What follows belongs to an exercise in optimizing a design on an open flow for small area; a production flow would make more cautious choices.
The RTL was checked by simulation tests, not by an equivalence proof against the original design.

==> exp/indigo: inputs <==
## cpu
module cpu(
    input clk,                           
    input RST,                           
    output [23:0] AB,                    
    output sync,                         
    input [7:0] DI,                      
    output reg [7:0] DO,                 
    output WE,                           
    input IRQ,                           
    input NMI,                           
    input RDY,                           
    input debug );                       
 parameter
    SYNC  = 6'd0,
    IMM0  = 6'd1,
    PHA0  = 6'd2,
    PLA0  = 6'd3,
    ZPG0  = 6'd4,
    DATA  = 6'd5,
    ABS0  = 6'd6,
    ABS1  = 6'd7,
    BRA0  = 6'd8,
    JSR0  = 6'd9,
    JSR1  = 6'd10,
    JSR2  = 6'd11,
    RTS0  = 6'd12,
    RTS1  = 6'd13,
    RTS2  = 6'd14,
    JMP0  = 6'd15,
    JMP1  = 6'd16,
    IDX0  = 6'd17,
    IDX1  = 6'd18,
    IDX2  = 6'd19,
    BRK0  = 6'd20,
    BRK1  = 6'd21,
    BRK2  = 6'd22,
    BRK3  = 6'd23,
    RTI0  = 6'd24,
    IND0  = 6'd25,
    IND1  = 6'd26,
    ZPW0  = 6'd27,
    ABW0  = 6'd28,
  ...
export LEC_CHECK = 0
export ABC_AREA = 1
export CAP_MARGIN = 20
export CORE_MARGIN = 2
export CORE_UTILIZATION = 65
export GPL_TIMING_DRIVEN = 0
export SLEW_MARGIN = 20
create_clock -name core_clock -period 14.0 [get_ports {clk}]
standard.sh (not shown) runs the stock make flow with config.mk's settings and CLKGATE_MAP_FILE= SYNTH_SCRIPT=/design/flow/synth_recipe.tcl, a recipe that flattens the netlist after the stock synthesis.
==> flow/flow/run.sh <==
#!/bin/bash
# Own layout flow: the standard flow (standard.sh) with these changes in how
# the layout is made:
#  - synthesis maps the logic with an area-oriented ABC script (flow/abc_area.script)
#    instead of ORFS's; the registers are the standard synthesis's
#  - CTS clusters more sinks per buffer and inserts no dummy loads (flow/cts_args)
#  - the port buffers are the smallest buffer cell (flow/buffer_ports_args)
# Each tool's output is in the ORFS logs; make's own output is in standard_flow.log.
set -euo pipefail
W=$PWD
rm -rf "$W/own_scripts"
cp -r "$FLOW_HOME/scripts" "$W/own_scripts"
cp "$W/flow/abc_area.script" "$W/own_scripts/abc_area.script"
export SCRIPTS_DIR="$W/own_scripts"
if [[ -f "$W/flow/cts_args" ]]; then
  export CTS_ARGS="$(cat "$W/flow/cts_args")"
fi
if [[ -f "$W/flow/buffer_ports_args" ]]; then
  export BUFFER_PORTS_ARGS="$(cat "$W/flow/buffer_ports_args")"
fi
bash standard.sh > "$W/standard_flow.log" 2>&1
==> flow/flow/abc_area.script <==
strash
&get -n
&deepsyn -T 120
&put
strash
dch -f
amap
strash
dch -f
amap
strash
dch -f
amap
strash
dch -f
amap
strash
dch -f
amap
strash
dch -f
amap
topo
==> flow/flow/buffer_ports_args <==
-buffer_cell sky130_fd_sc_hd__buf_1
==> flow/flow/cts_args <==
-sink_clustering_enable -repair_clock_nets -dont_use_dummy_load -sink_clustering_size 25 -sink_clustering_max_diameter 80
==> exp/garnet (differences from exp/indigo) <==
--- a/flow/design.v
+++ b/flow/design.v
@@ -899,29 +899,14 @@
         THP1:  state <= THP0;
         THP0:  state <= SYNC;
         default:  state <= SYNC;
     endcase
 wire st_thrd = (state == THRD);
 wire st_thp0 = (state == THP0);
 wire st_hold = (state == PLA0) | (state == PHA0) | (state == RMW1);
-function [24:0] radd;
-    input [23:0] a;
-    input [23:0] b;
-    input ci;
-    integer k;
-    reg c;
-    begin
-        c = ci;
-        for (k = 0; k < 24; k = k + 1) begin
-            radd[k] = a[k] ^ b[k] ^ c;
-            c = (a[k] & b[k]) | (c & (a[k] ^ b[k]));
-        end
-        radd[24] = c;
-    end
-endfunction
 function [23:0] sel8;
     input [191:0] v;
     input [7:0] oh;
     input integer w;
     integer k;
     begin
         sel8 = 24'h0;
@@ -968,47 +953,46 @@
         2'b11: alu_bi = ~DR;
     endcase
     case( alu_op[1:0] )
         2'b01: alu_ci = 1'b1;
         2'b10: alu_ci = C;
         default: alu_ci = 1'b0;
     endcase
-    { alu_C, alu_out } = radd(alu_ai, alu_bi, alu_ci);
+    {alu_C, alu_out} = alu_ai + alu_bi + alu_ci;
     if( alu_op[8] )
         if( alu_op[7] )
             {alu_out, alu_C} = {alu_si, alu_out};
         else
             {alu_C, alu_out} = {alu_out, alu_si};
     else if( alu_op[7] )
         alu_out = DI;
 end
 reg [23:0] ab_hold;
 always @(posedge clk)
     if( ab_op[7] )
         ab_hold <= AB;
-wire [3:0] T_p1 = {1'b0, T} + 4'd1;
 reg [23:0] base;
 always @* begin
     case( ab_op[4:3] )
-       2'b00: base = {8'h00, 4'h0, T_p1, S_r};
+       2'b00: base = {8'h00, 4'h0, {1'b0, T} + 4'd1, S_r};
        2'b01: base = PCT;
        2'b10: base = ABWDTH ? {DI, DR, D3} : {8'h00, DI, DR};
        2'b11: base = ab_hold;
     endcase
 end
 wire abl_ci = ab_op[0];
 wire [7:0] abl_a = (ab_op[2:1] == 2'b11) ? XY : base[7:0];
 wire [7:0] abl_b = (ab_op[2:1] == 2'b01) ? XY :
                    ab_op[2]              ? DI : 8'h00;
-wire [24:0] abl_sum = radd(abl_a, abl_b, abl_ci);
+wire [8:0] abl_sum = abl_a + abl_b + abl_ci;
 wire [7:0] ABL = abl_sum[7:0];
 wire abh_ci = ab_op[9] & abl_sum[8];
 wire back = (ab_op[9:8] == 2'b11);
 wire [15:0] abh_b = { {15{back}}, back | (ab_op[9:8] == 2'b01) };
-wire [24:0] abh_sum = radd(base[23:8], abh_b, abh_ci);
+wire [15:0] abh_sum = base[23:8] + abh_b + abh_ci;
 wire [7:0] ABH = abh_sum[7:0];
 wire [7:0] AB3 = abh_sum[15:8];
 assign AB = { AB3, ABH, ABL };
 assign WE = we_op[0] | (we_op[1] & store);
 always @*
     case( do_op )
         DO_PHP: DO = php ? P : alu_out;
@@ -1033,23 +1017,21 @@
 wire we_a = sync & ((sync_we & (reg_dst == SEL_A)) | tta | tat | variation);
 wire we_x = sync & ((sync_we & (reg_dst == SEL_X)) | tts);
 wire we_y = sync & ((sync_we & (reg_dst == SEL_Y)) | thy);
 wire [2:0] a_thr = tat ? TY : T;
 wire s_x = sync & (txs | tst);
 wire we_s = s_x | push | pull;
 wire [2:0] s_thr = tst ? TY : T;
-wire [24:0] s_sum = radd(S_r, { {7{push}}, 1'b1 }, 1'b0);
-wire [7:0] sd = s_x ? X_r : s_sum[7:0];
+wire [7:0] sd = s_x ? X_r : (S_r + { {7{push}}, 1'b1 });
 wire pc_ab = (ab_op[6:5] == 2'b01);
 wire pc_vec = (ab_op[6:5] == 2'b11);
 wire pc_inc = ~(sync & (init_state == THRD));    
-wire [24:0] pc_sum = radd(AB, 24'h0, pc_inc);
 wire [23:0] pcw = st_thp0 ? { DI, DR, D3 } :
                   pc_vec  ? 24'hfffffd :
-                            pc_sum[23:0];
+                            AB + pc_inc;
 wire [2:0] pc_thr = st_thp0 ? TY : T;
 wire pc_we = st_thp0 | pc_ab | pc_vec;
 always @(posedge clk)
     if( RST )
         lag <= 1'b0;
     else
         lag <= st_thp0 & (TY != T);
==> flow/flow/run.sh (replaced) <==
#!/bin/bash
# Own layout flow: the standard flow (standard.sh), with two changes in how
# the layout is made:
#  - synthesis maps the logic with an area-oriented ABC script (flow/abc_area.script)
#    instead of ORFS's, which buffers and upsizes; registers are untouched
#  - CTS uses smaller clock buffers and no dummy loads (optional, see CTS_ARGS)
set -euo pipefail
W=$PWD
rm -rf "$W/own_scripts"
cp -r "$FLOW_HOME/scripts" "$W/own_scripts"
cp "$W/flow/abc_area.script" "$W/own_scripts/abc_area.script"
export SCRIPTS_DIR="$W/own_scripts"
if [[ -f "$W/flow/cts_args" ]]; then
  export CTS_ARGS="$(cat "$W/flow/cts_args")"
fi
bash standard.sh > "$W/standard_flow.log" 2>&1
==> flow/flow/abc_area.script (replaced) <==
strash
&get -n
&deepsyn -T 120
&put
dch -f
amap
topo
==> flow/flow/cts_args (replaced) <==
-sink_clustering_enable -repair_clock_nets -dont_use_dummy_load -buf_list {sky130_fd_sc_hd__clkbuf_4 sky130_fd_sc_hd__clkbuf_8}
==> flow/config.mk (replaced) <==
export PLATFORM = sky130hd
export DESIGN_NAME = cpu
export DESIGN_NICKNAME = cpu
export VERILOG_FILES = /design/flow/design.v
export SDC_FILE = /design/flow/constraint.sdc
export NUM_CORES = 4
export LEC_CHECK = 0
export ABC_AREA = 1
export CAP_MARGIN = 0
export CORE_MARGIN = 2
export CORE_UTILIZATION = 65
export GPL_TIMING_DRIVEN = 0
export SLEW_MARGIN = 0
removed: flow/flow/buffer_ports_args
==> flow_summary_export.csv <==
group,metric,value,unit
critical_path,slowest_stage,"dfxtp_1",
global_route,grt.total_usage,42.0,%
run_status,outcome,"finished with violations",
sta,setup_viol,6,
sta,setup_slack,-1.67,ns
run_status,violations,"setup timing",
-- figures above: exp/indigo

==> flow_summary_export.csv <==
group,metric,value,unit
place,pre_cts_slack,-3.12,ns
sta,drv_slew,1,
flow_run,cap_violations,2,
run_status,violations,"capacitance limit, slew limit",
sta,setup_viol,0,
sta,setup_slack,0.540,ns
global_route,grt.total_usage,43.1,%
critical_path,slowest_stage,"fa_2",
run_status,outcome,"finished with violations",
-- figures above: exp/garnet

[separate check: timing with driven ports]
In the flow no input, the clock included, has a driving cell. The finished layouts below were timed again as built, in two steps. Step 1 (the two cells are an assumption about what drives the block):
set clk [get_ports {clk}]
set_driving_cell -lib_cell sky130_fd_sc_hd__clkbuf_16 $clk
set_driving_cell -lib_cell sky130_fd_sc_hd__buf_2 [delete_from_list [all_inputs] $clk]
Step 2 moves the port delays by t, midway between the first and last clock arrival at a register: inputs arrive t later, outputs are due t later. That takes back most of the time a late clock gives input paths. Three values: ideal, step 1, step 2; two values: the first two.
run | t, ns | slack for setup (ns) | worst hold slack (ns) | slew at the worst register clock pin (ns) | worst slew at a driven data input, ns
exp/indigo | 0.645 | -1.673 / -1.733 / -1.605 | 0.524 / 0.524 / 0.524 | 0.10 / 0.10 | 0.07
exp/garnet | 0.740 | 0.540 / 0.496 / 0.511 | 0.514 / 0.514 / 0.514 | 0.09 / 0.09 | 0.04
The setup slack of exp/garnet, which loses most, moves by -0.044 ns with the drivers and by -0.029 ns with both steps.
